This is an optimization exercise on Yosys and OpenROAD, whose aim is small area, not a production implementation.
Only simulation tests tie the RTL to the original design; equivalence was not proved.
No activity file was given, so power comes from the tool's default toggle rates.

[design/flow/constraint.sdc]
create_clock -name core_clock -period 10.0 [get_ports {i_Clk}]
set_input_delay 2.0000 -clock core_clock [delete_from_list [all_inputs] [get_ports {i_Clk}]]
set_output_delay 2.0000 -clock core_clock [all_outputs]
set_load 0.01 [all_outputs]
[design/flow/design.v]
`default_nettype none
module Project10_Pong_Top
  (input  i_Clk,
   input  i_Rst,
   input  i_Switch_1,
   input  i_Switch_2,
   input  i_Switch_3,
   input  i_Switch_4,
   output o_VGA_HSync,
   output o_VGA_VSync,
   output o_VGA_Red_0,
   output o_VGA_Red_1,
   output o_VGA_Red_2,
   output o_VGA_Grn_0,
   output o_VGA_Grn_1,
   output o_VGA_Grn_2,
   output o_VGA_Blu_0,
   output o_VGA_Blu_1,
   output o_VGA_Blu_2);
  reg r_Rst_D;
  always @(posedge i_Clk) r_Rst_D <= i_Rst;
  reg [9:0] r_Col, r_Row;
  wire w_Clr_Cnt = i_Rst | r_Rst_D;
  wire w_Col_Wrap = r_Col[9] & r_Col[8] & (&r_Col[4:0]);    
  wire w_Row_Wrap = r_Row[9] & r_Row[3] & r_Row[2];                    
  always @(posedge i_Clk) begin
    if (w_Clr_Cnt || w_Col_Wrap) r_Col <= 0;
    else r_Col <= r_Col + 1'b1;
    if (w_Clr_Cnt || (w_Col_Wrap && w_Row_Wrap)) r_Row <= 0;
    else if (w_Col_Wrap) r_Row <= r_Row + 1'b1;
  end
  wire [5:0] w_Col_Div = r_Col[9:4];
  wire [5:0] w_Row_Div = r_Row[9:4];
  assign o_VGA_HSync = ~r_Rst_D & ~(r_Col >= 661 && r_Col <= 752);
  assign o_VGA_VSync = ~r_Rst_D &
    ~((r_Col >= 3 && (r_Row == 490 || r_Row == 491)) ||
      (r_Col <  3 && (r_Row == 491 || r_Row == 492)));
  localparam [8:0] DB_SEED = 9'd68;
  localparam [8:0] DB_MASK = 9'd443;
  localparam [8:0] DB_VAL  = 9'd273;
  wire [3:0] w_Sw_In = {i_Switch_4, i_Switch_3, i_Switch_2, i_Switch_1};
  reg  [3:0] r_Sw;
  genvar gi;
  generate for (gi = 0; gi < 4; gi = gi + 1) begin : g_db
    reg  [8:0] r_Cnt;
    wire w_At  = ((r_Cnt & DB_MASK) == DB_VAL);
    wire w_Adv = (w_Sw_In[gi] ^ r_Sw[gi]) & ~w_At & ~i_Rst;
    always @(posedge i_Clk) begin
      r_Cnt <= w_Adv ? {~r_Cnt[7:0], r_Cnt[3] ^ r_Cnt[8]} : DB_SEED;
      if (i_Rst)
        r_Sw[gi] <= 1'b0;
      else if (w_At)
        r_Sw[gi] <= w_Sw_In[gi];
    end
  end endgenerate
  localparam [11:0] CT_MASK = 12'd4023;
  localparam [11:0] CT_VAL  = 12'd1204;
  reg [11:0] r_P1_Count, r_P2_Count;
  reg [4:0]  r_P1_Y, r_P2_Y;
  wire w_P1_At = ((r_P1_Count & CT_MASK) == CT_VAL);
  wire w_P2_At = ((r_P2_Count & CT_MASK) == CT_VAL);
  wire w_P1_En = r_Sw[0] ^ r_Sw[1];
  wire w_P2_En = r_Sw[2] ^ r_Sw[3];
  always @(posedge i_Clk)
    if (i_Rst || (w_P1_En && w_P1_At))
      r_P1_Count <= 0;
    else if (w_P1_En)
      r_P1_Count <= {r_P1_Count[10:0], ~(r_P1_Count[0] ^ r_P1_Count[11])};
  always @(posedge i_Clk)
    if (i_Rst || (w_P2_En && w_P2_At))
      r_P2_Count <= 0;
    else if (w_P2_En)
      r_P2_Count <= {r_P2_Count[10:0], ~(r_P2_Count[0] ^ r_P2_Count[11])};
  always @(posedge i_Clk)
    if (i_Rst)
      r_P1_Y <= 0;
    else if (r_Sw[0] && w_P1_At && r_P1_Y != 0)
      r_P1_Y <= r_P1_Y - 1'b1;
    else if (r_Sw[1] && w_P1_At && r_P1_Y != 23)
      r_P1_Y <= r_P1_Y + 1'b1;
  always @(posedge i_Clk)
    if (i_Rst)
      r_P2_Y <= 0;
    else if (r_Sw[2] && w_P2_At && r_P2_Y != 0)
      r_P2_Y <= r_P2_Y - 1'b1;
    else if (r_Sw[3] && w_P2_At && r_P2_Y != 23)
      r_P2_Y <= r_P2_Y + 1'b1;
  localparam IDLE = 3'd0, RUNNING = 3'd1, P1_WINS = 3'd2, P2_WINS = 3'd3, CLEANUP = 3'd4;
  reg [2:0] r_SM;
  reg [3:0] r_P1_Score, r_P2_Score;
  wire w_Active = (r_SM == RUNNING);
  reg [11:0] r_Ball_Count;
  reg [5:0]  r_Ball_Z;
  reg [4:0]  r_Ball_Y;
  reg        r_Ball_R;
  reg        r_Ball_D;    
  wire w_Ball_At = ((r_Ball_Count & CT_MASK) == CT_VAL);
  wire w_At_Right = r_Ball_R & (r_Ball_Z == 39);     
  wire w_At_Left  = ~r_Ball_R & (&r_Ball_Z);         
  always @(posedge i_Clk)
    if (i_Rst || (w_Active && w_Ball_At))
      r_Ball_Count <= 0;
    else if (w_Active)
      r_Ball_Count <= {r_Ball_Count[10:0], ~(r_Ball_Count[0] ^ r_Ball_Count[11])};
  always @(posedge i_Clk)
    if (!w_Active) begin
      r_Ball_Z <= ~6'd20;
      r_Ball_R <= 1'b0;
      r_Ball_Y <= 15;
      r_Ball_D <= 1'b1;
    end else if (w_Ball_At) begin
      if (w_At_Right) begin
        r_Ball_Z <= ~6'd38;
        r_Ball_R <= 1'b0;
      end else if (w_At_Left) begin
        r_Ball_Z <= 6'd1;
        r_Ball_R <= 1'b1;
      end else
        r_Ball_Z <= r_Ball_Z + 1'b1;
      if (r_Ball_D ? (r_Ball_Y == 29) : (r_Ball_Y != 0)) begin
        r_Ball_Y <= r_Ball_Y - 1'b1;
        r_Ball_D <= 1'b0;
      end else begin
        r_Ball_Y <= r_Ball_Y + 1'b1;
        r_Ball_D <= 1'b1;
      end
    end
  wire [4:0] w_Miss_Pad = r_Ball_R ? r_P2_Y : r_P1_Y;
  wire [5:0] w_Miss_Off = {1'b0, r_Ball_Y} - {1'b0, w_Miss_Pad};
  wire w_Miss = (w_At_Right | w_At_Left) & ~(w_Miss_Off < 7);
  always @(posedge i_Clk)
    if (i_Rst) begin
      r_SM <= IDLE;
      r_P1_Score <= 0;
      r_P2_Score <= 0;
    end else
      case (r_SM)
        IDLE: r_SM <= RUNNING;
        RUNNING:
          if (w_Miss) r_SM <= r_Ball_R ? P1_WINS : P2_WINS;
        P1_WINS:
          if (r_P1_Score == 8) r_P1_Score <= 0;
          else begin
            r_P1_Score <= r_P1_Score + 1'b1;
            r_SM <= CLEANUP;
          end
        P2_WINS:
          if (r_P2_Score == 8) r_P2_Score <= 0;
          else begin
            r_P2_Score <= r_P2_Score + 1'b1;
            r_SM <= CLEANUP;
          end
        default: r_SM <= IDLE;
      endcase
  wire [4:0] w_Draw_Pad = w_Col_Div[0] ? r_P2_Y : r_P1_Y;
  wire [5:0] w_Draw_Off = w_Row_Div - {1'b0, w_Draw_Pad};
  wire w_Ball_Col = ((w_Col_Div ^ r_Ball_Z) == {6{~r_Ball_R}});
  wire w_Draw =
    (w_Ball_Col && w_Row_Div == {1'b0, r_Ball_Y}) ||
    ((w_Col_Div == 0 || w_Col_Div == 39) && w_Draw_Off < 7);
  reg [2:0] r_Video;
  always @(posedge i_Clk)
    if (i_Rst)
      r_Video <= 3'b000;
    else
      r_Video <= {r_Video[1:0], w_Draw};
  assign o_VGA_Red_0 = r_Video[2];
  assign o_VGA_Red_1 = r_Video[2];
  assign o_VGA_Red_2 = r_Video[2];
  assign o_VGA_Grn_0 = r_Video[2];
  assign o_VGA_Grn_1 = r_Video[2];
  assign o_VGA_Grn_2 = r_Video[2];
  assign o_VGA_Blu_0 = r_Video[2];
  assign o_VGA_Blu_1 = r_Video[2];
  assign o_VGA_Blu_2 = r_Video[2];
endmodule
[design/flow/config.mk]
export PLATFORM = sky130hd
export DESIGN_NAME = Project10_Pong_Top
export DESIGN_NICKNAME = Project10_Pong_Top
export VERILOG_FILES = /design/flow/design.v
export SDC_FILE = /design/flow/constraint.sdc
export NUM_CORES = 4
export LEC_CHECK = 0
export CAP_MARGIN = 20
export CORE_MARGIN = 2
export CORE_UTILIZATION = 40
export SLEW_MARGIN = 20
[design/flow/run.sh]
#!/bin/bash
# synth_recipe.tcl (not shown) runs the flow's synth.tcl, then flattens the netlist and writes it again
# the make line also repeats each setting of config.mk as NAME=value (left out here)
make -C /OpenROAD-flow-scripts/flow DESIGN_CONFIG=/design/flow/config.mk WORK_HOME=/design/flow/orfs CLKGATE_MAP_FILE= SYNTH_SCRIPT=/design/flow/synth_recipe.tcl finish
==> results.ini, run 1 <==
[sta]
fin_crit_sh_pct = 46.28
fmax_mhz = 216.1
min_period_ps = 4628
setup_viol = 0
relSlewSlack_pct = 35.06
worst_pin_slew_ps = 967.1
rsz0062_at_grt = false
skew_ps = 7.365
finalSetupTns_ps = 0
slew_viol_final = 0
hold_viol = 0

[grt]
antenna_found_initial = 0
grt_max_degree = 54
grt_pass1_wl_um = 21420
grt_overflow = 0
grt_use_total_pct = 15.58
grt_pass1_vias = 4773

[yosys]
synthMostInstantiatedCell = dfxtp_1
synth_cell_types = 64
synth-compound-area-share_pct = 12.27
synth_seq_cells = 134
synth_top_family_by_area = simple AND/OR/NAND/NOR gates
netlist_instances = 738
ys_seq_area_share_pct = 41.81
synth_mux_area_share_pct = 2.496
synth_xor_area_share_pct = 7.644
ys_warn_count = 1
synthSimpleGateAreaFrac_pct = 23.89
synth_edf_count = 0
ys.flop_type = dfxtp_1
yosysTopAreaCell = dfxtp_1
synth_area_per_cell_sq_um = 8.694
ys_top_cells_by_count = 134 x dfxtp_1, 113 x nand2_1, 84 x nor2_1
synth_adder_area_share_pct = 7.800
async_flop_share_pct = 0
syn-num-nets = 781
netlist_area_sq_mm = 0.006416
netlist.area_leader.share_pct = 41.81
synthTopCellsByArea = dfxtp_1 42%, nand2_1 6.6%, ha_1 6.2%

[finish]
n_antenna_cell = 0
fin_area_sq_mm = 0.007283
syn_to_final_growth_pct = 13.51
fill_cells = 1521
drive_gt1_share_pct = 6.676
final-instance-count-excl-fill = 965
nets = 779

[worst_setup_path]
end_kind = output port
r2r_setup_slack_ps = 7090
r2r-end = r_P1_Y[4]
critPathMaxStageDelay_ps = 550
crit_type = reg -> out
worstPathMaxFanout = 14
cp.arrival_ps = 2630
regToRegStartpoint = r_P1_Y[1]
worstRegToRegCells = 10
path_buf_inv = 1
cp_cell_sequence = nor4_1 -> nand3_1 -> a2111oi_0 -> a21oi_1 -> clkdlybuf4s50_1
crit_slowest_cell = nor4_1
required_ps = 8000
crit_path_start_kind = register
cp_top_family = simple AND/OR/NAND/NOR gates

[run_status]
status = timing/DRC/antenna clean

[clock_tree]
cts_tree = yes
cts.clk_slew.worst_paths_ps = 60
htree_levels = 4
postCtsSetupBuffers = 0
cts_made_buffers = 17
ctsHoldBuffers = 0
cts_buffer_depth = 2
clk_latency_ps = 410
cts_root_buf = clkbuf_16
clock_sink_count = 134
cts_resized = 0

[power_and_ir_drop]
ir_worst_vdd_mv = 0.1627
power_density_mw_per_mm2 = 166.6
power.leakage_nw = 2.656

[detailed_routing]
post-route-drc-count = 0
vias = 4843
via_per_inst = 5.019
ant_nets = 0
dr.pass1.iters = 5
routed_wl_um = 12140
drt_iter0_drc = 189
routedWlPerCell_um = 12.58

[die]
dieArea_sq_mm = 0.01707
core_sq_mm = 0.01577
fp-row-count = 46
start_util_pct = 40.69
io-pin-count = 17
die_x_um = 130.7
die_h_um = 130.7

[place]
dpl_cell_area_sq_mm = 0.006674
dp_cells = 933
dpl.hpwl_um = 8379
port_buffers = 16
gp_congestion = 0.8289

[hold_path]
hold_class = reg -> reg
min_path_cells = 1
holdCritStartpoint = g_db[1].r_Cnt[5]
holdPathEnd = g_db[1].r_Cnt[6]

[job]
drv_cap = 0

flip-flops by register name (all words and copies together) (netlist names):
register	cells
r_Ball_D	1
r_P1_Y	5
r_Ball_Y	5
r_Ball_R	1
r_SM	3
r_Col	10
g_db.r_Cnt	36
r_Row	10
r_Video	3
r_P2_Count	12
r_Ball_Count	12
r_Ball_Z	6
r_Rst_D	1
r_P2_Score	4
r_P2_Y	5
r_P1_Score	4
r_P1_Count	12
r_Sw	4
final cells by class:
type	count	area [sq um]	area share, %
clock buffer	17	425.4	5.841
clock inverter	15	183.9	2.525
inverter	20	75.07	1.031
multi-input combinational	545	3476	47.72
sequential	134	2683	36.83
tap	216	270.3	3.711
timing repair buffer	18	170.2	2.336
cells by family (layout without fill, tap and decap cells):
family,count (synthesis),count (layout)
AND/OR/NAND/NOR,310,310
flip-flops,134,134
AO/OA/AOI/OAI,126,126
buffers and inverters,59,70
XOR/XNOR,56,56
adder cells (fa/ha/maj),37,37
multiplexers,16,16
worst max path at each step:
stage          startpoint           to  cells after the start
2_1_floorplan    r_Col[8]  o_VGA_VSync                      6
3_3_place_gp     r_Col[4]  o_VGA_VSync                      5
3_5_place_dp     r_Col[4]  o_VGA_VSync                      5
4_1_cts          r_Col[4]  o_VGA_VSync                      5
5_1_grt          r_Col[4]  o_VGA_VSync                      5
6_report         r_Col[4]  o_VGA_VSync                      5
per-layer routing:
layer / GRT usage, % / up-vias / wire length [um]
met1: 18.70 / 2254 / 5688
met3: 4.072 / 10 / 341
met2: 27.05 / 49 / 5997
met4: 5.444 / 0 / 115
li1: - / 2530 / -
met5: 0 / - / 0
report_power, final:
group	leakage, nW	internal [mW]	switching, mW
Combinational	1.28	0.0122	0.0176
Sequential	1.09	0.541	0.00470
Clock	0.292	0.378	0.259
cell usage in the layout (no fill, tap or decap), types with 3 or more instances in the layout:
master and count:
a211oi_1 4, a21o_1 10, a21oi_1 59, a41oi_1 3
and3_1 10, and4_1 3, clkbuf_16 17, clkdlybuf4s50_1 15
dfxtp_1 134, fa_1 5, ha_1 32, inv_1 20
inv_6 6, mux2i_1 16, nand2_1 113, nand2b_1 5
nand3_1 30, nand3b_1 3, nand4_1 6, nand4b_1 5
nor2_1 84, nor2b_1 6, nor3b_1 8, nor4_1 6
nor4b_1 3, nor4bb_1 5, o211ai_1 5, o21a_1 7
o21ai_0 18, or4_1 5, xnor2_1 35, xor2_1 21
metrics by stage:
step,worst slack (ps),hold slack [ps],utilization (%),total power [mW]
after global routing,5104,389.4,46.18,1.258
after global placement,5821,360.7,42.32,0.5871
after floorplan,6399,358.0,-,0.5780
final,5372,381.0,46.18,1.213
after CTS,5330,383.7,46.18,1.232
after detailed placement,5789,368.6,42.32,0.5881
==> inputs of run 2 (changes only) <==
==> design/flow/flow/run.sh (new file) <==
#!/bin/bash
# Own layout flow: the standard ORFS flow (standard.sh) with three changes
# that only affect how the layout is built:
#  - synthesis maps logic with an area-oriented ABC script (flow/abc_area.script)
#    instead of ORFS's speed script; everything else in synthesis is unchanged
#    (same synth_recipe.tcl, same registers);
#  - clock tree synthesis uses small clock buffers and no dummy loads;
#  - port buffers are minimum-size buffers.
# Each tool's output goes to the ORFS logs under orfs/logs and to flow_make.log.
set -euo pipefail
W=$(pwd)
F=$W/flow

# Synthesis script: ORFS synth.tcl with the ABC call pointed at our script.
sed "s#log_cmd abc {\*}\$abc_args#log_cmd abc {*}[lreplace \$abc_args 1 1 $F/abc_area.script]#" \
  "$FLOW_HOME/scripts/synth.tcl" > "$W/own_synth.tcl"
grep -q "abc_area.script" "$W/own_synth.tcl"
sed "s#source \$::env(SCRIPTS_DIR)/synth.tcl#source $W/own_synth.tcl#" \
  "$W/synth_recipe.tcl" > "$W/own_synth_recipe.tcl"
grep -q "own_synth.tcl" "$W/own_synth_recipe.tcl"

cat >> "$W/config.mk" <<'EOT'
export CTS_ARGS = -sink_clustering_enable -repair_clock_nets -dont_use_dummy_load -buf_list sky130_fd_sc_hd__clkbuf_4 -root_buf sky130_fd_sc_hd__clkbuf_8
export BUFFER_PORTS_ARGS = -buffer_cell sky130_fd_sc_hd__buf_1
EOT

sed "s#$W/synth_recipe.tcl#$W/own_synth_recipe.tcl#g" "$W/standard.sh" > "$W/own_standard.sh"
grep -q "own_synth_recipe.tcl" "$W/own_standard.sh"
bash "$W/own_standard.sh" > "$W/flow_make.log" 2>&1
==> design/flow/flow/abc_area.script (new file) <==
strash
balance
rewrite
refactor
balance
rewrite
rewrite -z
balance
refactor -z
rewrite -z
balance
dch -f
amap
==> design/flow/standard.sh (new file) <==
#!/bin/bash
# synth_recipe.tcl (not shown) runs the flow's synth.tcl, then flattens the netlist and writes it again
# the make line also repeats each setting of config.mk as NAME=value (left out here)
make -C /OpenROAD-flow-scripts/flow DESIGN_CONFIG=/design/flow/config.mk WORK_HOME=/design/flow/orfs CLKGATE_MAP_FILE= SYNTH_SCRIPT=/design/flow/synth_recipe.tcl "${@:-finish}"
--- a/design/flow/config.mk
+++ b/design/flow/config.mk
@@ -9,3 +9,5 @@
 export CORE_MARGIN = 2
 export CORE_UTILIZATION = 40
 export SLEW_MARGIN = 20
+export CTS_ARGS = -sink_clustering_enable -repair_clock_nets -dont_use_dummy_load -buf_list sky130_fd_sc_hd__clkbuf_4 -root_buf sky130_fd_sc_hd__clkbuf_8
+export BUFFER_PORTS_ARGS = -buffer_cell sky130_fd_sc_hd__buf_1
removed: design/flow/run.sh
==> results.ini, run 2 <==
[detailed_routing]
post-route-drc-count = 0  ; unchanged
via_per_inst = 5.494  ; +9.5%
drt_iter0_drc = 364  ; +93%
dr.pass1.iters = 5  ; unchanged
routed_wl_um = 12130  ; about the same
ant_nets = 0  ; unchanged
routedWlPerCell_um = 13.34  ; +6.1%
vias = 4994  ; +3.1%

[sta]
skew_ps = 28.08  ; +20.72 ps
worst_pin_slew_ps = 836.1  ; -131.0 ps
min_period_ps = 4414  ; -214.1 ps
setup_viol = 0  ; unchanged
rsz0062_at_grt = false
hold_viol = 0  ; unchanged
setup_slack_ps = 5586  ; +214.1 ps
fin_crit_sh_pct = 44.14  ; -2.1 points
relSlewSlack_pct = 44.13  ; +9.1 points
slew_viol_final = 0  ; unchanged
finalSetupTns_ps = 0  ; unchanged
fmax_mhz = 226.5  ; +4.9%

[finish]
nets = 770  ; -1.2%
syn_to_final_growth_pct = 6.779
drive_gt1_share_pct = 3.034  ; -3.6 points
layout_common_cells = 134 x dfxtp_1, 119 x nor2_1, 89 x clkinv_1, 57 x o22ai_1, 34 x nand2_1
final_common_cell = dfxtp_1
top_register = g_db.r_Cnt
fin_area_sq_mm = 0.006326  ; -13%
n_antenna_cell = 0  ; unchanged
largest_reg_flops = 36  ; unchanged

[grt]
top_usage_layer = met2
grt_pass1_wl_um = 21670  ; +1.2%
grt_use_total_pct = 16.52  ; +0.95 points
grt_pass1_vias = 4783  ; +0.21%
antenna_found_initial = 0  ; unchanged
grt_max_degree = 26  ; -52%
grt_overflow = 0  ; unchanged
globalRouteMet2Util_pct = 26.42  ; -0.63 points
grt_use_met3_pct = 4.800  ; +0.73 points
met1_usage_pct = 20.85  ; +2.2 points

[die]
die_x_um = 125.7  ; -3.8%
start_util_pct = 40.92  ; +0.23 points
dieArea_sq_mm = 0.01580  ; -7.4%
io-pin-count = 17  ; unchanged
core_sq_mm = 0.01448  ; -8.2%
die_h_um = 125.7  ; -3.8%
fp-row-count = 44  ; -4.3%

[place]
port_buffers = 16  ; unchanged
dpl.hpwl_um = 8843  ; +5.5%
dpl_cell_area_sq_mm = 0.006192  ; -7.2%
dp_slack_ps = 6047  ; +258.3 ps
gp_congestion = 0.9516  ; +15%

[clock_tree]
cts_tree = yes
postCtsSetupBuffers = 0  ; unchanged
cts_resized = 0  ; unchanged
htree_levels = 4  ; unchanged
clock_sink_count = 134  ; unchanged
cts_root_buf = clkbuf_8
cts_made_buffers = 17  ; unchanged
ctsHoldBuffers = 0  ; unchanged
cts_buffer_depth = 2  ; unchanged
clk_latency_ps = 430  ; +20 ps
cts.clk_slew.worst_paths_ps = 120  ; +60 ps

[yosys]
synthSimpleGateAreaFrac_pct = 18.92  ; -5.0 points
synth_xor_area_share_pct = 0.1478  ; -7.5 points
synth_mux_area_share_pct = 0  ; -2.5 points
netlist_area_sq_mm = 0.005924  ; -7.7%
synthMostInstantiatedCell = dfxtp_1
ys_seq_area_share_pct = 45.28  ; +3.5 points
netlist_instances = 695  ; -5.8%
synthTopCellsByArea = dfxtp_1 45%, nor2_1 7.5%, ha_1 6.8%
syn-num-nets = 738  ; -5.5%
synth-compound-area-share_pct = 20.55  ; +8.3 points
synth_top_family_by_area = compound AO/OA/AOI/OAI gates
synth_seq_cells = 134  ; unchanged
netlist.area_leader.share_pct = 45.28  ; +3.5 points
synth_adder_area_share_pct = 8.448  ; +0.65 points
synth_edf_count = 0  ; unchanged
ys_warn_count = 1  ; unchanged
ys_top_cells_by_count = 134 x dfxtp_1, 119 x nor2_1, 89 x clkinv_1
yosysTopAreaCell = dfxtp_1
synth_area_per_cell_sq_um = 8.524  ; -2.0%
async_flop_share_pct = 0  ; unchanged
synth_cell_types = 44  ; -31%
ys.flop_type = dfxtp_1

[power_and_ir_drop]
total_power_mw = 0.8455  ; -30%
power.leakage_nw = 2.237  ; -16%
ir_worst_vdd_mv = 0.06424  ; -61%
power_density_mw_per_mm2 = 133.7  ; -20%

[hold_path]
hold_class = reg -> reg
holdCritStartpoint = g_db[0].r_Cnt[2]

[run_status]
status = timing/DRC/antenna clean

[worst_setup_path]
setup.worst_path.start = r_Col[4]
r2r_setup_slack_ps = 6490  ; -600 ps
crit_path_start_kind = register
crit_type = reg -> out
end_kind = output port
required_ps = 8000  ; about the same
worstPathMaxFanout = 11  ; -3
regToRegStartpoint = r_Ball_R
cp.arrival_ps = 2410  ; -220 ps

[job]
drv_cap = 0  ; unchanged

[run 2: final cells by class]
cell class	count	area, sq um
inverter	89	334.1
timing repair buffer	21	97.59
tap	184	230.2
sequential	134	2683
multi-input combinational	464	2848
clock buffer	17	133.9
fill	1410	8153
[run 2: routing by layer]
metal	vias up	share of wire, %
met5	-	0
met1	2305	48
met2	90	46
li1	2581	-
met3	18	4.2
met4	0	1.5
[run 2: metrics by stage]
step | instances | hold WS (ps) | util [%]
4_1_cts | 909 | 381.1 | 43.69
3_5_place_dp | 892 | 362.4 | 42.77
5_1_grt | 909 | 401.4 | 43.69
2_1_floorplan | 695 | 352.7 | -
6_report | 909 | 379.9 | 43.69
3_3_place_gp | 892 | 363.2 | 42.77
[run 2: path summary, 6_finish.rpt]
path	cells after the start	end
worst min register to register	1	g_db[0].r_Cnt[3]
worst min-delay path	1	g_db[0].r_Cnt[3]
worst max register to register	14	r_SM[0]
worst max-delay path	8	o_VGA_VSync
[run 2: logic make-up (layout without fill, tap and decap cells)]
kind of cell               count (synthesis)  in the layout
AOI/OAI and AO/OA                        184            184
and+or+nand+nor                          242            242
DFF                                      134            134
buffers and inverters                     97            127
xor gates and xnor gates                   1              1
adders and majority gates                 37             37
[run 2: power breakdown]
| part | total (mW) | switching, mW | leakage (nW) | internal, mW |
|---|---|---|---|---|
| Combinational | 0.0411 | 0.0270 | 1.07 | 0.0140 |
| Sequential | 0.557 | 0.00963 | 1.09 | 0.547 |
| Clock | 0.248 | 0.165 | 0.0808 | 0.0832 |
| Total | 0.846 | 0.201 | 2.24 | 0.644 |
[run 2: worst max-delay path, cell delays in order (launching register included)]
cell and delay, ps:
dfxtp_1 550, clkinv_1 320, nand3_1 200, or3_1 150, a21oi_1 70, or4_1 390
o41ai_1 80, a21oi_1 110, buf_1 140
==> inputs of run 3 (changes only) <==
==> design/flow/flow/abc_area.script (replaced) <==
strash
&get -n
&dc2
&syn2
&dch
&put
balance
rewrite
refactor
balance
rewrite
rewrite -z
balance
refactor -z
rewrite -z
balance
dch -f
amap
==> results.ini, run 3 <==
[yosys]
syn-num-nets = 719  ; -2.6%
ys_warn_count = 1  ; unchanged
synth_adder_area_share_pct = 8.560  ; +0.11 points
ys.flop_type = dfxtp_1
synth_top_family_by_area = compound AO/OA/AOI/OAI gates
ys_top_cells_by_count = 134 x dfxtp_1, 129 x nor2_1, 71 x clkinv_1
synth_seq_cells = 134  ; unchanged
synthMostInstantiatedCell = dfxtp_1
synth_cell_types = 46  ; +4.5%
netlist_instances = 676  ; -2.7%
netlist.area_leader.share_pct = 45.88  ; +0.60 points
synthTopCellsByArea = dfxtp_1 46%, nor2_1 8.3%, ha_1 6.8%
synth-compound-area-share_pct = 20.24  ; -0.31 points
synthSimpleGateAreaFrac_pct = 19.43  ; +0.51 points
async_flop_share_pct = 0  ; unchanged
netlist_area_sq_mm = 0.005847  ; -1.3%
synth_area_per_cell_sq_um = 8.649  ; +1.5%
synth_mux_area_share_pct = 0  ; unchanged
yosysTopAreaCell = dfxtp_1
synth_edf_count = 0  ; unchanged
ys_seq_area_share_pct = 45.88  ; +0.60 points
synth_xor_area_share_pct = 0.2996  ; +0.15 points

[die]
die_x_um = 124.9  ; -0.64%
start_util_pct = 40.54  ; -0.38 points
fp-row-count = 44  ; unchanged
die_h_um = 124.9  ; -0.64%
io-pin-count = 17  ; unchanged
core_sq_mm = 0.01442  ; -0.38%
dieArea_sq_mm = 0.01560  ; -1.3%

[power_and_ir_drop]
power.leakage_nw = 2.200  ; -1.7%
power_density_mw_per_mm2 = 132.6  ; -0.77%
ir_worst_vdd_mv = 0.05827  ; -9.3%

[finish]
largest_reg_flops = 36  ; unchanged
fin_area_sq_mm = 0.006226  ; -1.6%
layout_common_cells = 134 x dfxtp_1, 129 x nor2_1, 71 x clkinv_1, 53 x o22ai_1, 40 x nand2_1
final_common_cell = dfxtp_1
n_antenna_cell = 0  ; unchanged
nets = 748  ; -2.9%
syn_to_final_growth_pct = 6.484
drive_gt1_share_pct = 2.703  ; -0.33 points
top_register = g_db.r_Cnt

[clock_tree]
cts_root_buf = clkbuf_8
cts_made_buffers = 17  ; unchanged
cts.clk_slew.worst_paths_ps = 120  ; about the same
htree_levels = 4  ; unchanged
cts_buffer_depth = 2  ; unchanged
cts_tree = yes
clock_sink_count = 134  ; unchanged
postCtsSetupBuffers = 0  ; unchanged
clk_latency_ps = 430  ; about the same
ctsHoldBuffers = 0  ; unchanged
cts_resized = 0  ; unchanged

[sta]
slew_viol_final = 0  ; unchanged
fin_crit_sh_pct = 41.19  ; -3.0 points
worst_pin_slew_ps = 965.5  ; +129.4 ps
min_period_ps = 4119  ; -295.4 ps
fmax_mhz = 242.8  ; +7.2%
finalSetupTns_ps = 0  ; unchanged
relSlewSlack_pct = 35.64  ; -8.5 points
setup_viol = 0  ; unchanged
hold_viol = 0  ; unchanged
rsz0062_at_grt = false
setup_slack_ps = 5881  ; +295.4 ps
skew_ps = 38.29  ; +10.20 ps

[grt]
grt_pass1_vias = 4622  ; -3.4%
grt_max_degree = 25  ; -3.8%
grt_use_total_pct = 15.88  ; -0.64 points
grt_pass1_wl_um = 20700  ; -4.5%
antenna_found_initial = 0  ; unchanged
grt_overflow = 0  ; unchanged

[detailed_routing]
ant_nets = 0  ; unchanged
drt_iter0_drc = 370  ; +1.6%
via_per_inst = 5.448  ; -0.84%
post-route-drc-count = 0  ; unchanged
vias = 4832  ; -3.2%
routed_wl_um = 11860  ; -2.2%
routedWlPerCell_um = 13.37  ; +0.20%
dr.pass1.iters = 5  ; unchanged

[job]
drv_cap = 0  ; unchanged

[worst_setup_path]
crit_path_start_kind = register
crit_type = reg -> out
worstPathMaxFanout = 8  ; -3
end_kind = output port
cp.arrival_ps = 2120  ; -290 ps
required_ps = 8000  ; about the same

[place]
gp_congestion = 0.8138  ; -14%
dpl.hpwl_um = 8505  ; -3.8%
dp_slack_ps = 6238  ; +190.6 ps
dpl_cell_area_sq_mm = 0.006092  ; -1.6%
port_buffers = 16  ; unchanged

[hold_path]
hold_class = reg -> reg

[run_status]
status = timing/DRC/antenna clean

## run 3: cell count changes after synthesis, moves of 4 or more
cell	delta
clkinv_1	-18
nor2_1	+10
nor3_1	-9
a221oi_1	-6
nand2_1	+6
nand3_1	-5
or2_0	+5
nor2b_1	-4
o22ai_1	-4
## run 3: critical path: stages (launching register included)
cell	delay, ps
dfxtp_1	400
or4_1	580
nor4_1	290
o21ai_0	130
a31oi_1	150
buf_1	170
## run 3: path summary, 6_finish.rpt
path,slack (ps),depth (start not counted),end,start
worst max-delay path,5880,5,o_VGA_VSync,r_Col[5]
worst min register to register,370,1,g_db[0].r_Cnt[6],g_db[0].r_Cnt[5]
worst min-delay path,370,1,g_db[0].r_Cnt[6],g_db[0].r_Cnt[5]
worst max register to register,6670,13,r_P1_Y[4],r_P1_Count[9]
## run 3: power by group
part	switching [mW]	total [mW]	internal [mW]	leakage, nW
Combinational	0.0195	0.0292	0.00970	1.03
Sequential	0.00684	0.551	0.544	1.09
Clock	0.162	0.246	0.0834	0.0808
## run 3: cell families after synthesis
kind of cell             count (synthesis)
AND/OR/NAND/NOR                        247
AO/OA/AOI/OAI                          177
flip-flops                             134
buffers and inverters                   79
adder cells (fa/ha/maj)                 37
XOR/XNOR                                 2
## run 3: routing by layer
metal | track usage (%) | wire [um] | part of all wire, % | up-vias
li1 | - | - | - | 2505
met1 | 19.71 | 5749 | 48 | 2239
met2 | 26.33 | 5540 | 47 | 78
met3 | 4.725 | 436 | 3.7 | 10
met4 | 5.686 | 133 | 1.1 | 0
met5 | 0 | 0 | 0 | -
## run 3: stage by stage
| step | power (mW) | util (%) | instances | hold WS, ps |
|---|---|---|---|---|
| after floorplan | 0.5832 | - | 676 | 352.7 |
| after global placement | 0.5914 | 42.24 | 870 | 361.4 |
| after detailed placement | 0.5927 | 42.24 | 870 | 371.8 |
| after CTS | 0.8376 | 43.16 | 887 | 372.8 |
| after global routing | 0.8647 | 43.16 | 887 | 389.7 |
| final | 0.8257 | 43.16 | 887 | 374.7 |
## run 3: area by class of cell
| class | instances | area (sq um) |
|---|---|---|
| fill | 1431 | 8198 |
| multi-input combinational | 463 | 2838 |
| sequential | 134 | 2683 |
| inverter | 71 | 266.5 |
| tap | 184 | 230.2 |
| clock buffer | 17 | 133.9 |
| timing repair buffer | 18 | 75.07 |
==> inputs of run 4 (changes only) <==
--- a/design/flow/design.v
+++ b/design/flow/design.v
@@ -85,10 +85,11 @@
       r_P2_Y <= r_P2_Y - 1'b1;
     else if (r_Sw[3] && w_P2_At && r_P2_Y != 23)
       r_P2_Y <= r_P2_Y + 1'b1;
-  localparam IDLE = 3'd0, RUNNING = 3'd1, P1_WINS = 3'd2, P2_WINS = 3'd3, CLEANUP = 3'd4;
-  reg [2:0] r_SM;
-  reg [3:0] r_P1_Score, r_P2_Score;
-  wire w_Active = (r_SM == RUNNING);
+  reg r_SM_Run, r_SM_Win, r_SM_Sel;
+  reg [3:0] r_P1_Score, r_P2_Score;    
+  wire w_Active = r_SM_Run;
+  wire w_P1_Wins = r_SM_Win & ~r_SM_Sel;
+  wire w_P2_Wins = r_SM_Win & r_SM_Sel;
   reg [11:0] r_Ball_Count;
   reg [5:0]  r_Ball_Z;
   reg [4:0]  r_Ball_Y;
@@ -130,28 +131,22 @@
   wire w_Miss = (w_At_Right | w_At_Left) & ~(w_Miss_Off < 7);
   always @(posedge i_Clk)
     if (i_Rst) begin
-      r_SM <= IDLE;
+      r_SM_Run <= 1'b0;
+      r_SM_Win <= 1'b0;
+      r_SM_Sel <= 1'b0;
       r_P1_Score <= 0;
       r_P2_Score <= 0;
-    end else
-      case (r_SM)
-        IDLE: r_SM <= RUNNING;
-        RUNNING:
-          if (w_Miss) r_SM <= r_Ball_R ? P1_WINS : P2_WINS;
-        P1_WINS:
-          if (r_P1_Score == 8) r_P1_Score <= 0;
-          else begin
-            r_P1_Score <= r_P1_Score + 1'b1;
-            r_SM <= CLEANUP;
-          end
-        P2_WINS:
-          if (r_P2_Score == 8) r_P2_Score <= 0;
-          else begin
-            r_P2_Score <= r_P2_Score + 1'b1;
-            r_SM <= CLEANUP;
-          end
-        default: r_SM <= IDLE;
-      endcase
+    end else begin
+      r_SM_Run <= r_SM_Run ? ~w_Miss : (~r_SM_Win & ~r_SM_Sel);
+      r_SM_Win <= (r_SM_Run & w_Miss) | (w_P1_Wins & r_P1_Score[3]) |
+                  (w_P2_Wins & r_P2_Score[3]);
+      r_SM_Sel <= (r_SM_Run & w_Miss & r_Ball_R) |
+                  (r_SM_Win & (r_SM_Sel | ~r_P1_Score[3]));
+      if (w_P1_Wins)
+        r_P1_Score <= r_P1_Score[3] ? 4'd0 : r_P1_Score + 1'b1;
+      if (w_P2_Wins)
+        r_P2_Score <= r_P2_Score[3] ? 4'd0 : r_P2_Score + 1'b1;
+    end
   wire [4:0] w_Draw_Pad = w_Col_Div[0] ? r_P2_Y : r_P1_Y;
   wire [5:0] w_Draw_Off = w_Row_Div - {1'b0, w_Draw_Pad};
   wire w_Ball_Col = ((w_Col_Div ^ r_Ball_Z) == {6{~r_Ball_R}});
--- a/design/flow/flow/run.sh
+++ b/design/flow/flow/run.sh
@@ -1,9 +1,10 @@
 #!/bin/bash
-# Own layout flow: the standard ORFS flow (standard.sh) with three changes
-# that only affect how the layout is built:
+# Own layout flow: the standard ORFS flow (standard.sh) with these changes,
+# which only affect how the layout is built:
 #  - synthesis maps logic with an area-oriented ABC script (flow/abc_area.script)
-#    instead of ORFS's speed script; everything else in synthesis is unchanged
-#    (same synth_recipe.tcl, same registers);
+#    instead of ORFS's speed script, and leaves adders to ABC (no full/half-adder
+#    cell extraction, no Kogge-Stone carry lookahead); everything else in
+#    synthesis is unchanged (same synth_recipe.tcl, same registers);
 #  - clock tree synthesis uses small clock buffers and no dummy loads;
 #  - port buffers are minimum-size buffers.
 # Each tool's output goes to the ORFS logs under orfs/logs and to flow_make.log.
@@ -24,6 +25,9 @@
 export BUFFER_PORTS_ARGS = -buffer_cell sky130_fd_sc_hd__buf_1
 EOT
 
-sed "s#$W/synth_recipe.tcl#$W/own_synth_recipe.tcl#g" "$W/standard.sh" > "$W/own_standard.sh"
+sed -e "s#$W/synth_recipe.tcl#$W/own_synth_recipe.tcl#g" \
+    -e "s#CLKGATE_MAP_FILE= #CLKGATE_MAP_FILE= ADDER_MAP_FILE= SYNTH_OPERATIONS_ARGS=-noshare #" \
+    "$W/standard.sh" > "$W/own_standard.sh"
 grep -q "own_synth_recipe.tcl" "$W/own_standard.sh"
+grep -q "ADDER_MAP_FILE= " "$W/own_standard.sh"
 bash "$W/own_standard.sh" > "$W/flow_make.log" 2>&1
==> results.ini, run 4 <==
[run_status]
status = timing/DRC/antenna clean

[yosys]
synth_cell_types = 38  ; -17%
ys_seq_area_share_pct = 50.57  ; +4.7 points
syn-num-nets = 660  ; -8.2%
synth_area_per_cell_sq_um = 8.112  ; -6.2%
yosysTopAreaCell = dfxtp_1
ys_warn_count = 1  ; unchanged
netlist_instances = 654  ; -3.3%
synth_seq_cells = 134  ; unchanged
netlist_area_sq_mm = 0.005305  ; -9.3%
synth_edf_count = 0  ; unchanged
synthMostInstantiatedCell = nor2_1
netlist.area_leader.share_pct = 50.57  ; +4.7 points
synthTopCellsByArea = dfxtp_1 51%, nor2_1 11%, o22ai_1 6.1%
async_flop_share_pct = 0  ; unchanged
ys.flop_type = dfxtp_1
ys_top_cells_by_count = 150 x nor2_1, 134 x dfxtp_1, 67 x clkinv_1

[grt]
grt_overflow = 0  ; unchanged
met1_usage_pct = 20.05  ; +0.34 points
grt_max_degree = 22  ; -12%
grt_use_total_pct = 16.10  ; +0.22 points
grt_use_met3_pct = 4.358  ; -0.37 points
globalRouteMet2Util_pct = 25.75  ; -0.57 points
antenna_found_initial = 0  ; unchanged
grt_pass1_vias = 4240  ; -8.3%
top_usage_layer = met2
grt_pass1_wl_um = 18610  ; -10%

[clock_tree]
htree_levels = 4  ; unchanged
cts_tree = yes
clk_latency_ps = 430  ; about the same
cts_resized = 0  ; unchanged
cts_buffer_depth = 2  ; unchanged
ctsHoldBuffers = 0  ; unchanged
cts_made_buffers = 17  ; unchanged
clock_sink_count = 134  ; unchanged
cts.clk_slew.worst_paths_ps = 100  ; -20 ps
cts_root_buf = clkbuf_8
postCtsSetupBuffers = 0  ; unchanged

[worst_setup_path]
worstRegToRegCells = 14  ; +1
worstPathMaxFanout = 4  ; -4
end_kind = output port
crit_type = reg -> out
crit_slowest_cell = or4_1
critPathMaxStageDelay_ps = 510  ; -70 ps
cp.arrival_ps = 2220  ; +100 ps
required_ps = 8000  ; about the same
crit_path_start_kind = register
cp_cell_sequence = or4_1 -> nor4_1 -> nor3_1 -> a31oi_1 -> nor4_1 -> a31oi_1 -> buf_1

[finish]
final_common_cell = nor2_1
layout_common_cells = 150 x nor2_1, 134 x dfxtp_1, 67 x clkinv_1, 52 x o22ai_1, 39 x nand2_1
top_register = g_db.r_Cnt
nets = 689  ; -7.9%
multi_input_area_sq_mm = 0.002311  ; -19%
largest_reg_flops = 36  ; unchanged
drive_gt1_share_pct = 2.790  ; +0.087 points
syn_to_final_growth_pct = 6.958
fill_cells = 1290  ; -9.9%
n_antenna_cell = 0  ; unchanged
final-seq-area_sq_mm = 0.002683  ; unchanged

[sta]
relSlewSlack_pct = 30.20  ; -5.4 points
min_period_ps = 4217  ; +98.00 ps
setup_viol = 0  ; unchanged
fin_crit_sh_pct = 42.17  ; +0.98 points
fmax_mhz = 237.2  ; -2.3%
whs_ps = 386.4  ; +11.78 ps
slew_viol_final = 0  ; unchanged
rsz0062_at_grt = false
worst_pin_slew_ps = 1047  ; +81.46 ps
skew_ps = 33.57  ; -4.715 ps
finalSetupTns_ps = 0  ; unchanged
hold_viol = 0  ; unchanged

[detailed_routing]
drt_iter0_drc = 301  ; -19%
routed_wl_um = 10620  ; -10%
vias = 4619  ; -4.4%
via_per_inst = 5.390  ; -1.1%
post-route-drc-count = 0  ; unchanged
dr.pass1.iters = 5  ; unchanged
ant_nets = 0  ; unchanged
routedWlPerCell_um = 12.39  ; -7.3%

[die]
io-pin-count = 17  ; unchanged
fp-row-count = 42  ; -4.5%
core_sq_mm = 0.01309  ; -9.3%
dieArea_sq_mm = 0.01420  ; -9.0%
start_util_pct = 40.54  ; about the same
die_h_um = 119.2  ; -4.6%
die_x_um = 119.2  ; -4.6%

[power_and_ir_drop]
intPower_mw = 0.6362  ; -0.12%
power_density_mw_per_mm2 = 144.6  ; +9.0%
switching_share_pct = 22.47  ; -0.39 points
combPwrFrac_pct = 3.2  ; -0.3 points
ir_worst_vdd_mv = 0.05673  ; -2.6%
power.leakage_nw = 1.933  ; -12%
switching_power_mw = 0.1844  ; -2.3%
clkPwrFrac_pct = 29.5  ; -0.3 points
pwr-share-seq_pct = 67.3  ; +0.6 points

[hold_path]
min_path_cells = 1  ; unchanged
hold_class = reg -> reg

[place]
dpl.hpwl_um = 7623  ; -10%
port_buffers = 16  ; unchanged
gp_congestion = 0.8537  ; +4.9%

[job]
drv_cap = 0  ; unchanged

[run 4: changes by cell type after synthesis, moves of 4 or more]
cell,previous run,this run
o21ai_0,16,34
fa_1,5,0
ha_1,32,0
nor3_1,17,35
clkinv_1,71,67
a21oi_1,28,24
or2_0,8,3
nor2_1,129,150
and3_1,1,5
a311oi_1,6,2
nor4b_1,4,0
[run 4: layer usage]
layer	share of wire [%]	wire (um)
met1	48	5110
met2	46	4846
met3	3.7	389
met4	2.6	275
met5	0	0
[run 4: worst max-delay path: cells and delay by family (launching register included)]
kind,cells,cell delay [ps]
AOI/OAI and AO/OA,2,360
and+or+nand+nor,4,940
buffers and inverters,1,180
DFF,1,340
[run 4: metrics by stage]
step / instance area [sq um] / total power, mW / setup WS, ps / instances / utilization (%)
2_1_floorplan: 5305 / 0.5822 / 6441 / 654 / -
3_3_place_gp: 5540 / 0.5896 / 6257 / 840 / 42.34
3_5_place_dp: 5540 / 0.5906 / 6214 / 840 / 42.34
4_1_cts: 5674 / 0.8335 / 5767 / 857 / 43.36
5_1_grt: 5674 / 0.8636 / 5615 / 857 / 43.36
6_report: 5674 / 0.8205 / 5783 / 857 / 43.36
[run 4: worst paths after layout]
kind                                        from               end  slack (ps)
worst max-delay path                    r_Col[7]       o_VGA_VSync        5780
worst min-delay path            g_db[3].r_Cnt[2]  g_db[3].r_Cnt[3]         390
worst max register to register          r_Col[4]          r_Row[9]        6970
worst min register to register  g_db[3].r_Cnt[2]  g_db[3].r_Cnt[3]         390
[run 4: cells by family after synthesis]
logic type | synth area share (%)
DFF | 50.57
buffers and inverters | 5.873
xor gates and xnor gates | 0.3302
and+or+nand+nor | 22.36
AOI/OAI and AO/OA | 20.87
[run 4: cell type report]
type                            count  area share (%)
Sequential cell                   134           47.28
Multi-Input combinational cell    445           40.73
Inverter                           67           4.432
Timing Repair Buffer               18           1.323
Tap cell                          176           3.881
Clock buffer                       17           2.359
[run 4: power groups by stage]
stage          clock [mW]  combinational (mW)  sequential (mW)
6_report            0.242              0.0263            0.552
5_1_grt             0.280              0.0302            0.554
4_1_cts             0.255              0.0265            0.552
3_5_place_dp            0              0.0265            0.564
3_3_place_gp            0              0.0258            0.564
2_1_floorplan           0              0.0202            0.562
==> inputs of run 5 (changes only) <==
--- a/design/flow/design.v
+++ b/design/flow/design.v
@@ -17,22 +17,21 @@
    output o_VGA_Blu_0,
    output o_VGA_Blu_1,
    output o_VGA_Blu_2);
-  reg r_Rst_D;
-  always @(posedge i_Clk) r_Rst_D <= i_Rst;
   reg [9:0] r_Col, r_Row;
-  wire w_Clr_Cnt = i_Rst | r_Rst_D;
-  wire w_Col_Wrap = r_Col[9] & r_Col[8] & (&r_Col[4:0]);    
+  wire w_Start    = r_Col[9] & r_Col[8] & r_Col[7];                    
+  wire w_Col_Wrap = r_Col[9] & r_Col[8] & ~r_Col[7] & (&r_Col[4:0]);   
   wire w_Row_Wrap = r_Row[9] & r_Row[3] & r_Row[2];                    
   always @(posedge i_Clk) begin
-    if (w_Clr_Cnt || w_Col_Wrap) r_Col <= 0;
+    if (i_Rst) r_Col <= 10'd1023;
+    else if (w_Col_Wrap) r_Col <= 0;
     else r_Col <= r_Col + 1'b1;
-    if (w_Clr_Cnt || (w_Col_Wrap && w_Row_Wrap)) r_Row <= 0;
+    if (i_Rst || (w_Col_Wrap && w_Row_Wrap)) r_Row <= 0;
     else if (w_Col_Wrap) r_Row <= r_Row + 1'b1;
   end
   wire [5:0] w_Col_Div = r_Col[9:4];
   wire [5:0] w_Row_Div = r_Row[9:4];
-  assign o_VGA_HSync = ~r_Rst_D & ~(r_Col >= 661 && r_Col <= 752);
-  assign o_VGA_VSync = ~r_Rst_D &
+  assign o_VGA_HSync = ~w_Start & ~(r_Col >= 661 && r_Col <= 752);
+  assign o_VGA_VSync = ~w_Start &
     ~((r_Col >= 3 && (r_Row == 490 || r_Row == 491)) ||
       (r_Col <  3 && (r_Row == 491 || r_Row == 492)));
   localparam [8:0] DB_SEED = 9'd68;
@@ -71,20 +70,27 @@
       r_P2_Count <= 0;
     else if (w_P2_En)
       r_P2_Count <= {r_P2_Count[10:0], ~(r_P2_Count[0] ^ r_P2_Count[11])};
-  always @(posedge i_Clk)
-    if (i_Rst)
-      r_P1_Y <= 0;
-    else if (r_Sw[0] && w_P1_At && r_P1_Y != 0)
-      r_P1_Y <= r_P1_Y - 1'b1;
-    else if (r_Sw[1] && w_P1_At && r_P1_Y != 23)
-      r_P1_Y <= r_P1_Y + 1'b1;
-  always @(posedge i_Clk)
-    if (i_Rst)
-      r_P2_Y <= 0;
-    else if (r_Sw[2] && w_P2_At && r_P2_Y != 0)
-      r_P2_Y <= r_P2_Y - 1'b1;
-    else if (r_Sw[3] && w_P2_At && r_P2_Y != 23)
-      r_P2_Y <= r_P2_Y + 1'b1;
+  wire w_P1_Mu = r_Sw[0] & w_P1_At & (|r_P1_Y);
+  wire w_P1_Md = r_Sw[1] & w_P1_At & ~w_P1_Mu &
+                 ~(r_P1_Y[4] & r_P1_Y[2] & r_P1_Y[1] & r_P1_Y[0]);
+  wire w_P2_Mu = r_Sw[2] & w_P2_At & (|r_P2_Y);
+  wire w_P2_Md = r_Sw[3] & w_P2_At & ~w_P2_Mu &
+                 ~(r_P2_Y[4] & r_P2_Y[2] & r_P2_Y[1] & r_P2_Y[0]);
+  wire [4:0] w_P1_T, w_P2_T;
+  genvar gp;
+  generate for (gp = 0; gp < 5; gp = gp + 1) begin : g_pt
+    if (gp == 0) begin : g0
+      assign w_P1_T[0] = w_P1_Mu | w_P1_Md;
+      assign w_P2_T[0] = w_P2_Mu | w_P2_Md;
+    end else begin : gn
+      assign w_P1_T[gp] = (w_P1_Md & (&r_P1_Y[gp-1:0])) | (w_P1_Mu & ~(|r_P1_Y[gp-1:0]));
+      assign w_P2_T[gp] = (w_P2_Md & (&r_P2_Y[gp-1:0])) | (w_P2_Mu & ~(|r_P2_Y[gp-1:0]));
+    end
+  end endgenerate
+  always @(posedge i_Clk) begin
+    r_P1_Y <= i_Rst ? 5'd0 : (r_P1_Y ^ w_P1_T);
+    r_P2_Y <= i_Rst ? 5'd0 : (r_P2_Y ^ w_P2_T);
+  end
   reg r_SM_Run, r_SM_Win, r_SM_Sel;
   reg [3:0] r_P1_Score, r_P2_Score;    
   wire w_Active = r_SM_Run;
@@ -103,6 +109,18 @@
       r_Ball_Count <= 0;
     else if (w_Active)
       r_Ball_Count <= {r_Ball_Count[10:0], ~(r_Ball_Count[0] ^ r_Ball_Count[11])};
+  wire w_Bot = r_Ball_D & r_Ball_Y[4] & r_Ball_Y[3] & r_Ball_Y[2] & r_Ball_Y[0];   
+  wire w_Top = ~r_Ball_D & ~(|r_Ball_Y);                                            
+  wire w_Down = r_Ball_D ^ w_Bot ^ w_Top;     
+  wire [4:0] w_Y_T;
+  genvar gb;
+  generate for (gb = 0; gb < 5; gb = gb + 1) begin : g_yt
+    if (gb == 0) begin : g0
+      assign w_Y_T[0] = 1'b1;
+    end else begin : gn
+      assign w_Y_T[gb] = w_Down ? (&r_Ball_Y[gb-1:0]) : ~(|r_Ball_Y[gb-1:0]);
+    end
+  end endgenerate
   always @(posedge i_Clk)
     if (!w_Active) begin
       r_Ball_Z <= ~6'd20;
@@ -118,13 +136,8 @@
         r_Ball_R <= 1'b1;
       end else
         r_Ball_Z <= r_Ball_Z + 1'b1;
-      if (r_Ball_D ? (r_Ball_Y == 29) : (r_Ball_Y != 0)) begin
-        r_Ball_Y <= r_Ball_Y - 1'b1;
-        r_Ball_D <= 1'b0;
-      end else begin
-        r_Ball_Y <= r_Ball_Y + 1'b1;
-        r_Ball_D <= 1'b1;
-      end
+      r_Ball_Y <= r_Ball_Y ^ w_Y_T;
+      r_Ball_D <= w_Down;
     end
   wire [4:0] w_Miss_Pad = r_Ball_R ? r_P2_Y : r_P1_Y;
   wire [5:0] w_Miss_Off = {1'b0, r_Ball_Y} - {1'b0, w_Miss_Pad};
@@ -158,7 +171,7 @@
     if (i_Rst)
       r_Video <= 3'b000;
     else
-      r_Video <= {r_Video[1:0], w_Draw};
+      r_Video <= {r_Video[1:0], w_Draw | w_Start};
   assign o_VGA_Red_0 = r_Video[2];
   assign o_VGA_Red_1 = r_Video[2];
   assign o_VGA_Red_2 = r_Video[2];
==> results.ini, run 5 <==
[run_status]
status = timing/DRC/antenna clean

[clock_tree]
htree_levels = 4  ; unchanged
cts_made_buffers = 17  ; unchanged
clk_latency_ps = 430  ; about the same
cts_resized = 0  ; unchanged
cts.clk_slew.worst_paths_ps = 120  ; +20 ps
cts_root_buf = clkbuf_8
clock_sink_count = 133  ; -0.75%
ctsHoldBuffers = 0  ; unchanged
cts_tree = yes
postCtsSetupBuffers = 0  ; unchanged
cts_buffer_depth = 2  ; unchanged

[worst_setup_path]
cp_cell_sequence = clkinv_1 -> nand3_1 -> nor4_1 -> nor3_1 -> a31oi_1 -> nor3_1 -> a32oi_1 -> buf_1
crit_slowest_cell = nor4_1
required_ps = 8000  ; about the same
crit_top_cell = nor3_1
cp.arrival_ps = 2280  ; +60 ps
end_kind = output port
crit_type = reg -> out
crit_path_start_kind = register
cp_top_family = simple AND/OR/NAND/NOR gates
path_buf_inv = 2  ; +1
critPathMaxStageDelay_ps = 430  ; -80 ps
worstPathMaxFanout = 9  ; +5

[sta]
fin_crit_sh_pct = 42.80  ; +0.63 points
hold_viol = 0  ; unchanged
fmax_mhz = 233.7  ; -1.5%
finalSetupTns_ps = 0  ; unchanged
slew_viol_final = 0  ; unchanged
skew_ps = 36.08  ; +2.509 ps
whs_ps = 339.9  ; -46.53 ps
relSlewSlack_pct = 26.50  ; -3.7 points
min_period_ps = 4280  ; +63.21 ps
rsz0062_at_grt = false
worst_pin_slew_ps = 1093  ; +46.29 ps
setup_viol = 0  ; unchanged

[grt]
globalRouteMet2Util_pct = 26.30  ; +0.55 points
grt_pass1_vias = 4138  ; -2.4%
antenna_found_initial = 0  ; unchanged
grt_use_total_pct = 16.17  ; +0.070 points
top_usage_layer = met2
grt_max_degree = 23  ; +4.5%
met1_usage_pct = 20.01  ; -0.036 points
grt_use_met3_pct = 5.261  ; +0.90 points
grt_overflow = 0  ; unchanged
grt_pass1_wl_um = 18500  ; -0.60%

[power_and_ir_drop]
power_density_mw_per_mm2 = 157.6  ; +9.0%
ir_worst_vdd_mv = 0.06346  ; +12%
power.leakage_nw = 1.947  ; +0.69%

[yosys]
netlist_area_sq_mm = 0.005233  ; -1.4%
ys_warn_count = 1  ; unchanged
synth_area_per_cell_sq_um = 8.227  ; +1.4%
synthMostInstantiatedCell = nor2_1
ys_top_cells_by_count = 152 x nor2_1, 133 x dfxtp_1, 64 x clkinv_1
syn-num-nets = 642  ; -2.7%
yosysTopAreaCell = dfxtp_1
ys.flop_type = dfxtp_1
netlist_instances = 636  ; -2.8%
netlist.area_leader.share_pct = 50.88  ; +0.32 points
ys_seq_area_share_pct = 50.88  ; +0.32 points
synthTopCellsByArea = dfxtp_1 51%, nor2_1 11%, o22ai_1 6.1%
synth_edf_count = 0  ; unchanged
synth_cell_types = 46  ; +21%
async_flop_share_pct = 0  ; unchanged
synth_seq_cells = 133  ; -0.75%

[die]
dieArea_sq_mm = 0.01401  ; -1.3%
die_x_um = 118.4  ; -0.66%
start_util_pct = 41.30  ; +0.75 points
die_h_um = 118.4  ; -0.66%
fp-row-count = 41  ; -2.4%
core_sq_mm = 0.01267  ; -3.2%
io-pin-count = 17  ; unchanged

[place]
gp_congestion = 0.7930  ; -7.1%
dpl_cell_area_sq_mm = 0.005455  ; -1.5%
dpl.hpwl_um = 7794  ; +2.2%
port_buffers = 16  ; unchanged

[detailed_routing]
vias = 4515  ; -2.3%
drt_iter0_drc = 357  ; +19%
via_per_inst = 5.414  ; +0.44%
ant_nets = 0  ; unchanged
post-route-drc-count = 0  ; unchanged
dr.pass1.iters = 5  ; unchanged
routedWlPerCell_um = 12.89  ; +4.0%
routed_wl_um = 10750  ; +1.2%

[finish]
n_antenna_cell = 0  ; unchanged
syn_to_final_growth_pct = 6.815
largest_reg_flops = 36  ; unchanged
nets = 670  ; -2.8%
final_common_cell = nor2_1
layout_common_cells = 152 x nor2_1, 133 x dfxtp_1, 64 x clkinv_1, 51 x o22ai_1, 36 x nand2_1
fin_area_sq_mm = 0.005589  ; -1.5%
top_register = g_db.r_Cnt
drive_gt1_share_pct = 2.719  ; -0.071 points

[hold_path]
hold_class = reg -> reg

[job]
drv_cap = 0  ; unchanged

==> run 5: cell count changes after synthesis, sizes merged, moves of 5 or more <==
cell,delta
a21oi,-5
nor3,-13
nand3,+6
a31oi,-5
==> run 5: report_power, final <==
group / leakage, nW / switching, mW / internal, mW
registers: 1.08 / 0.0176 / 0.548
logic: 0.783 / 0.0480 / 0.0282
clock network: 0.0808 / 0.156 / 0.0833
total: 1.95 / 0.221 / 0.660
==> run 5: area by class of cell <==
| class | instances | area, sq um |
|---|---|---|
| tap | 172 | 215.2 |
| sequential | 133 | 2663 |
| inverter | 64 | 240.2 |
| timing repair buffer | 17 | 67.56 |
| fill | 1266 | 7082 |
| clock buffer | 17 | 133.9 |
| multi-input combinational | 431 | 2270 |
==> run 5: kinds of logic (layout without fill, tap and decap cells) <==
family / after synthesis / count (layout) / synth area share [%]
buffers and inverters: 72 / 98 / 5.739
xor gates and xnor gates: 2 / 2 / 0.3348
and+or+nand+nor: 266 / 266 / 22.53
DFF: 133 / 133 / 50.88
AOI/OAI and AO/OA: 163 / 163 / 20.52
==> run 5: per-layer routing <==
| layer | share of wire [%] | routed length, um |
|---|---|---|
| met4 | 0.99 | 106 |
| met2 | 46 | 4969 |
| met3 | 4.2 | 453 |
| met5 | 0 | 0 |
| met1 | 49 | 5218 |
==> run 5: worst paths after layout <==
check | startpoint | end | slack (ps) | cells after the start
max | r_Col[4] | o_VGA_VSync | 5720 | 8
min | g_db[3].r_Cnt[2] | g_db[3].r_Cnt[3] | 340 | 1
max reg2reg | r_Col[4] | r_Row[8] | 6860 | 11
min reg2reg | g_db[3].r_Cnt[2] | g_db[3].r_Cnt[3] | 340 | 1
==> run 5: stage by stage <==
step / instances / utilization [%] / worst slack (ps) / power, mW
final: 834 / 44.11 / 5720 / 0.8811
after global routing: 834 / 44.11 / 5461 / 0.9307
after CTS: 834 / 44.11 / 5653 / 0.8966
after detailed placement: 817 / 43.05 / 5295 / 0.6549
after global placement: 817 / 43.05 / 5426 / 0.6536
after floorplan: 636 / - / 6586 / 0.6331
==> inputs of run 6 (changes only) <==
--- a/design/flow/design.v
+++ b/design/flow/design.v
@@ -102,7 +102,7 @@
   reg        r_Ball_R;
   reg        r_Ball_D;    
   wire w_Ball_At = ((r_Ball_Count & CT_MASK) == CT_VAL);
-  wire w_At_Right = r_Ball_R & (r_Ball_Z == 39);     
+  wire w_At_Right = r_Ball_R & r_Ball_Z[5] & r_Ball_Z[2] & r_Ball_Z[1] & r_Ball_Z[0];   
   wire w_At_Left  = ~r_Ball_R & (&r_Ball_Z);         
   always @(posedge i_Clk)
     if (i_Rst || (w_Active && w_Ball_At))
@@ -112,6 +112,15 @@
   wire w_Bot = r_Ball_D & r_Ball_Y[4] & r_Ball_Y[3] & r_Ball_Y[2] & r_Ball_Y[0];   
   wire w_Top = ~r_Ball_D & ~(|r_Ball_Y);                                            
   wire w_Down = r_Ball_D ^ w_Bot ^ w_Top;     
+  wire [5:0] w_Z_T;
+  genvar gz;
+  generate for (gz = 0; gz < 6; gz = gz + 1) begin : g_zt
+    if (gz == 0) begin : g0
+      assign w_Z_T[0] = 1'b1;
+    end else begin : gn
+      assign w_Z_T[gz] = &r_Ball_Z[gz-1:0];
+    end
+  end endgenerate
   wire [4:0] w_Y_T;
   genvar gb;
   generate for (gb = 0; gb < 5; gb = gb + 1) begin : g_yt
@@ -135,7 +144,7 @@
         r_Ball_Z <= 6'd1;
         r_Ball_R <= 1'b1;
       end else
-        r_Ball_Z <= r_Ball_Z + 1'b1;
+        r_Ball_Z <= r_Ball_Z ^ w_Z_T;
       r_Ball_Y <= r_Ball_Y ^ w_Y_T;
       r_Ball_D <= w_Down;
     end
@@ -165,7 +174,7 @@
   wire w_Ball_Col = ((w_Col_Div ^ r_Ball_Z) == {6{~r_Ball_R}});
   wire w_Draw =
     (w_Ball_Col && w_Row_Div == {1'b0, r_Ball_Y}) ||
-    ((w_Col_Div == 0 || w_Col_Div == 39) && w_Draw_Off < 7);
+    ((w_Col_Div == 0 || (w_Col_Div[5] & ~w_Col_Div[3] & (&w_Col_Div[2:0]))) && w_Draw_Off < 7);
   reg [2:0] r_Video;
   always @(posedge i_Clk)
     if (i_Rst)
==> design/flow/flow/abc_area.script (replaced) <==
strash
&get -n
&syn2
&dch
&put
balance
rewrite
refactor
balance
rewrite
rewrite -z
balance
refactor -z
rewrite -z
balance
&get -n
&deepsyn -T 30
&put
dch -f
amap
==> results.ini, run 6 <==
[yosys]
netlist.area_leader.share_pct = 50.90  ; about the same
ys_seq_area_share_pct = 50.90  ; about the same
synthTopCellsByArea = dfxtp_1 51%, nor2_1 8.5%, clkinv_1 7.5%
syn-num-nets = 646  ; +0.62%
synth_seq_cells = 133  ; unchanged
netlist_instances = 640  ; +0.63%
ys_top_cells_by_count = 133 x dfxtp_1, 118 x nor2_1, 105 x clkinv_1
synthMostInstantiatedCell = dfxtp_1
netlist_area_sq_mm = 0.005231  ; about the same
ys_warn_count = 1  ; unchanged
synth_edf_count = 0  ; unchanged
synth_cell_types = 41  ; -11%
async_flop_share_pct = 0  ; unchanged
yosysTopAreaCell = dfxtp_1
ys.flop_type = dfxtp_1
synth_area_per_cell_sq_um = 8.174  ; -0.65%

[worst_setup_path]
crit_slowest_cell = dfxtp_1
r2r_setup_slack_ps = 6830  ; -30 ps
setup.worst_path.start = r_Col[4]
worstPathMaxFanout = 9  ; unchanged
cp.arrival_ps = 2060  ; -220 ps
crit_path_start_kind = register
critPathMaxStageDelay_ps = 560  ; +130 ps
end_kind = output port
worstRegToRegCells = 12  ; +1
regToRegStartpoint = r_Col[4]
crit_type = reg -> out
cp_top_family = flip-flops
cp_cell_sequence = clkinv_1 -> nand4_1 -> nor4_1 -> nor2b_1 -> o21a_1 -> buf_1
path_buf_inv = 2  ; unchanged
required_ps = 8000  ; about the same
r2r-end = r_Row[8]

[sta]
setup_slack_ps = 5942  ; +221.4 ps
fin_crit_sh_pct = 40.58  ; -2.2 points
finalSetupTns_ps = 0  ; unchanged
min_period_ps = 4058  ; -221.4 ps
worst_pin_slew_ps = 769.1  ; -324.1 ps
slew_viol_final = 0  ; unchanged
fmax_mhz = 246.4  ; +5.5%
relSlewSlack_pct = 48.41  ; +22 points
hold_viol = 0  ; unchanged
rsz0062_at_grt = false
setup_viol = 0  ; unchanged
skew_ps = 34.17  ; -1.913 ps

[clock_tree]
cts_buffer_depth = 2  ; unchanged
cts_tree = yes
postCtsSetupBuffers = 0  ; unchanged
ctsHoldBuffers = 0  ; unchanged
cts_resized = 0  ; unchanged
htree_levels = 4  ; unchanged
clk_latency_ps = 420  ; about the same
clock_sink_count = 133  ; unchanged
cts_made_buffers = 17  ; unchanged
cts_root_buf = clkbuf_8
cts.clk_slew.worst_paths_ps = 100  ; -20 ps

[power_and_ir_drop]
power_density_mw_per_mm2 = 155.0  ; -1.7%
ir_worst_vdd_mv = 0.07563  ; +19%
switching_share_pct = 24.68  ; -0.46 points
combPwrFrac_pct = 8.1  ; -0.6 points
clkPwrFrac_pct = 27.4  ; +0.3 points
power.leakage_nw = 1.860  ; -4.4%
intPower_mw = 0.6531  ; -0.98%
switching_power_mw = 0.2140  ; -3.4%
pwr-share-seq_pct = 64.5  ; +0.3 points

[finish]
final_common_cell = dfxtp_1
layout_common_cells = 133 x dfxtp_1, 118 x nor2_1, 105 x clkinv_1, 49 x o22ai_1, 38 x nand2_1
nets = 675  ; +0.75%
top_register = g_db.r_Cnt
n_antenna_cell = 0  ; unchanged
largest_reg_flops = 36  ; unchanged
drive_gt1_share_pct = 2.849  ; +0.13 points
syn_to_final_growth_pct = 6.960
post-route-util_pct = 44.16  ; +0.049 points

[detailed_routing]
drt_iter0_drc = 270  ; -24%
via_per_inst = 5.155  ; -4.8%
routed_wl_um = 10250  ; -4.6%
routedWlPerCell_um = 12.22  ; -5.2%
vias = 4325  ; -4.2%
ant_nets = 0  ; unchanged
dr.pass1.iters = 4  ; -1
post-route-drc-count = 0  ; unchanged

[grt]
antenna_found_initial = 0  ; unchanged
grt_use_met3_pct = 4.585  ; -0.68 points
globalRouteMet2Util_pct = 23.37  ; -2.9 points
met1_usage_pct = 20.69  ; +0.68 points
grt_pass1_vias = 4003  ; -3.3%
grt_overflow = 0  ; unchanged
grt_pass1_wl_um = 17900  ; -3.2%
top_usage_layer = met2
grt_max_degree = 31  ; +35%
grt_use_total_pct = 15.54  ; -0.62 points

[place]
gp_congestion = 0.8600  ; +8.4%
dpl.hpwl_um = 7501  ; -3.8%
port_buffers = 16  ; unchanged
dp_slack_ps = 5970  ; +674.7 ps

[die]
core_sq_mm = 0.01267  ; unchanged
fp-row-count = 41  ; unchanged
dieArea_sq_mm = 0.01401  ; about the same
die_x_um = 118.4  ; about the same
io-pin-count = 17  ; unchanged
die_h_um = 118.4  ; about the same
start_util_pct = 41.29  ; about the same

[hold_path]
min_path_cells = 1  ; unchanged
holdPathEnd = g_db[3].r_Cnt[3]
holdCritStartpoint = g_db[3].r_Cnt[2]
hold_class = reg -> reg

[job]
drv_cap = 0  ; unchanged

[run_status]
status = timing/DRC/antenna clean

## run 6: changes by cell type in the layout (fill, tap and decap cells not counted), moves of 5 or more
cell      before  now
nand4_1        7   13
a211oi_1      19   14
a22oi_1        3    8
a311oi_1       5    0
nand3_1       12    7
nor2_1       152  118
or2_0          1    8
clkinv_1      64  105
## run 6: kinds of logic (layout without fill, tap and decap cells)
| family | count (synthesis) | in the layout | synth area share, % |
|---|---|---|---|
| buf+inv | 113 | 140 | 8.682 |
| flops | 133 | 133 | 50.90 |
| simple gates | 237 | 237 | 20.62 |
| compound gates | 156 | 156 | 19.64 |
| xor+xnor | 1 | 1 | 0.1675 |
## run 6: cell type report
type | instances | area, sq um
Clock buffer | 17 | 133.9
Timing Repair Buffer | 18 | 75.07
Inverter | 105 | 394.1
Fill cell | 1267 | 7076
Multi-Input combinational cell | 394 | 2115
Tap cell | 172 | 215.2
Sequential cell | 133 | 2663
## run 6: worst max path at each step
| stage | end | cells past startpoint |
|---|---|---|
| detailed placement | g_db[2].r_Cnt[6] | 5 |
| global placement | g_db[2].r_Cnt[0] | 5 |
| global route | o_VGA_VSync | 6 |
| floorplan | o_VGA_VSync | 5 |
| CTS | o_VGA_VSync | 6 |
| finish | o_VGA_VSync | 6 |
## run 6: metrics by stage
stage / hold slack, ps / area, sq um / instances / power [mW]
after global routing: 363.7 / 5595 / 839 / 0.9141
after CTS: 355.0 / 5595 / 839 / 0.8805
final: 354.0 / 5595 / 839 / 0.8671
after floorplan: 368.2 / 5231 / 640 / 0.6213
after detailed placement: 373.1 / 5461 / 822 / 0.6420
after global placement: 373.3 / 5461 / 822 / 0.6403
## run 6: metal layers
| layer | part of all wire [%] | up-vias |
|---|---|---|
| met1 | 51 | 1962 |
| li1 | - | 2286 |
| met5 | 0 | - |
| met4 | 1.5 | 0 |
| met2 | 43 | 65 |
| met3 | 4.0 | 12 |
## run 6: power by group through the flow
stage,clock [mW],sequential [mW],combinational (mW)
after detailed placement,0,0.571,0.0705
after floorplan,0,0.568,0.0536
after CTS,0.251,0.559,0.0707
final,0.238,0.559,0.0702
after global placement,0,0.571,0.0693
after global routing,0.272,0.562,0.0800
## run 6: worst register-to-register path, stage by stage (launching register included)
cell	delay, ps
dfxtp_1	560
clkinv_1	370
nor2_1	330
nand4_1	310
nor2_1	310
nand2_1	110
nor2_1	160
nand2_1	110
nor2_1	170
nand2_1	110
nor2_1	150
clkinv_1	100
a211oi_1	260

Check on run 6: ideal ports give 5.942 ns setup slack; a clkbuf_16 on the clock port and buf_2 on the inputs give 5.907 ns; moving port delays by the midpoint clock arrival (0.429 ns) as well gives 5.996 ns.
